Background: an optimization exercise with open tools, aiming at small area and a short achievable clock period. Do not read the settings as production practice. Power is estimated from default activity; no workload was simulated.

==> flow/design.v <==
`timescale 1ns/1ps
module bist #(
    parameter size   = 6,
    parameter length = 8
)(
    input  logic                 clk,
    input  logic                 rst,
    input  logic                 start,
    input  logic                 csin,
    input  logic                 rwbarin,
    input  logic                 opr,
    input  logic [size-1:0]      address,
    input  logic [length-1:0]    datain,
    output logic [length-1:0]    dataout,
    output logic                 fail
);
    logic       NbarT;
    logic [6:0] q;
    logic       cout;
    logic       pat;        
    always_ff @(posedge clk or posedge rst) begin
        if (rst)
            NbarT <= 1'b0;
        else if (NbarT)
            NbarT <= ~cout;
        else
            NbarT <= start;
    end
    always_ff @(posedge clk) begin
        if (!NbarT) begin
            q    <= 7'd0;
            cout <= 1'b0;
        end else begin
            q    <= q + 7'd1;
            cout <= (q == 7'd127);
        end
    end
    wire q_zero = (q == 7'd0);
    always_ff @(posedge clk or posedge rst) begin
        if (rst)
            pat <= 1'b0;
        else if (NbarT && q_zero)
            pat <= 1'b1;
    end
    wire [7:0] P = {pat, 1'b0, pat, 1'b0, pat, 1'b0, pat, 1'b0};
    wire [5:0] a  = NbarT ? q[5:0] : address;
    wire       we = NbarT ? ~q[6]  : ~rwbarin;
    wire [7:0] wd = NbarT ? P      : datain;
    logic       pw;
    logic [5:0] pa;
    logic [7:0] pd;
    always_ff @(posedge clk) begin
        pw <= we;
        pa <= a;
        pd <= wd;
    end
    logic [7:0] mem [64];
    for (genvar r = 0; r < 64; r++) begin : g_word
        always_ff @(posedge clk) begin
            if (pw && pa == r[5:0])
                mem[r] <= pd;
        end
    end
    logic [15:0] lsel;
    always_comb begin
        for (int l = 0; l < 16; l++)
            lsel[l] = (a[3:0] == l[3:0]);
    end
    wire lhit = pw && (pa[3:0] == a[3:0]);
    logic [7:0] cand [4];
    logic [1:0] hsel;
    for (genvar j = 0; j < 4; j++) begin : g_cand
        logic [7:0] rd;
        always_comb begin
            rd = 8'd0;
            for (int l = 0; l < 16; l++)
                rd = rd | (mem[j*16 + l] & {8{lsel[l]}});
        end
        always_ff @(posedge clk) begin
            if (we)
                cand[j] <= wd;
            else if (lhit && pa[5:4] == j[1:0])
                cand[j] <= pd;
            else
                cand[j] <= rd;
        end
    end
    always_ff @(posedge clk) begin
        hsel <= a[5:4];
    end
    assign dataout = cand[hsel];
    always_ff @(posedge clk or posedge rst) begin
        if (rst)
            fail <= 1'b0;
        else if (NbarT && q_zero)
            fail <= 1'b0;
        else if (NbarT && opr && q[6] && (dataout != P))
            fail <= 1'b1;
    end
endmodule
export LEC_CHECK = 0
export CAP_MARGIN = 20
export CORE_MARGIN = 2
export CORE_UTILIZATION = 40
export SETUP_SLACK_MARGIN = 3.0
export SLEW_MARGIN = 20
create_clock -name core_clock -period 6.0 [get_ports {clk}]
run.sh (not shown) runs the stock make flow with config.mk's settings and CLKGATE_MAP_FILE= SYNTH_SCRIPT=/design/flow/synth_recipe.tcl, a recipe that flattens the netlist after the stock synthesis.
Edit:
- CORE_UTILIZATION: 40 -> 60
- CTS_BUF_LIST: default -> sky130_fd_sc_hd__clkbuf_4 sky130_fd_sc_hd__clkbuf_8
- SETUP_SLACK_MARGIN: 3.0 -> 3.3
Outcome: The new run finished with timing, DRC and antenna clean; die area is lower by 33%; synthesized cell count stays the same; non-clock buffer count is higher by 81; cell area is higher by 4.7%; fmax is lower by 0.80%; register-to-register slack gains 0.15 ns; cell count is lower by 5.9%; utilization is higher by 27 points.
Edit:
- CTS_BUF_LIST: sky130_fd_sc_hd__clkbuf_4 sky130_fd_sc_hd__clkbuf_8 -> default
- CTS_CLUSTER_DIAMETER: default -> 120
- CTS_CLUSTER_SIZE: default -> 24
- SETUP_SLACK_MARGIN: 3.3 -> 3.0
What happened:
- die area is unchanged
- via count shrinks by 7.3%
- cell area shrinks by 9.1%
- wire length shrinks by 7.9%
- global-route usage shrinks by 1.9 points
- worst hold slack loses 0.0037 ns
- combinational power shrinks by 21%
- sequential share of layout area grows by 6.1 points
- worst setup slack gains 0.088 ns
- count of clock-buffer cells in the layout shrinks by 82
Edit:
- CTS_CLUSTER_DIAMETER: 120 -> 70
- CTS_CLUSTER_SIZE: 24 -> 30
Result:
- combinational power increases by about 3%
- critical path depth stays the same
- fmax increases by about 1%
- register-to-register slack hardly moves
Edit:
- CAP_MARGIN: 20 -> 5
- CTS_CLUSTER_DIAMETER: 70 -> 120
- CTS_CLUSTER_SIZE: 30 -> 24
- SLEW_MARGIN: 20 -> 5
=> Routed wire length went down by about 0.3%; sequential power is about the same; power went down by 7.0%; count of clock-buffer cells in the layout went up by 12; setup slack is worse by 0.030 ns; die area does not change; fmax went down by about 1%; clock power went down by 24%; synthesized cell count is unchanged; flip-flop and latch count is unchanged.
Function was not checked in any run of this note: the RTL went through the layout flow alone.

## afterwards: timing with drivers on the ports
No port has a modelled driver above. Below, the same layouts with a new extraction and two added sets of constraints.
Step 1 assumes that a clkbuf_16 drives the clock port and a buf_2 every other input.
Step 2 adds t to the input delays and takes it off the output delays; t is the mean of the earliest and latest rising clock arrival at the registers after step 1. Input paths then give back, and output paths get back, about the clock's delay inside the block.
Three values: ideal, step 1, step 2; two values: the first two.
run	t, ns	slack for setup (ns)	hold WS [ns]	worst setup path after step 2	latest minus earliest clock arrival (ns)
the first run	0.681	2.866 / 2.802 / 2.318	0.416 / 0.416 / 0.416	input to register	0.012 / 0.011
the second run	0.716	2.840 / 2.787 / 2.457	0.411 / 0.411 / 0.411	input to register	0.041 / 0.041
the third run	0.663	2.928 / 2.867 / 2.369	0.407 / 0.407 / 0.407	input to register	0.033 / 0.033
the fourth run	0.627	2.958 / 2.902 / 2.416	0.408 / 0.408 / 0.408	input to register	0.034 / 0.033
the fifth run	0.657	2.928 / 2.868 / 2.380	0.406 / 0.406 / 0.406	input to register	0.034 / 0.034
After both steps every run listed still meets setup and hold. The setup slack of the third run, which loses most, moves by -0.061 ns with the drivers and by -0.559 ns with both steps.
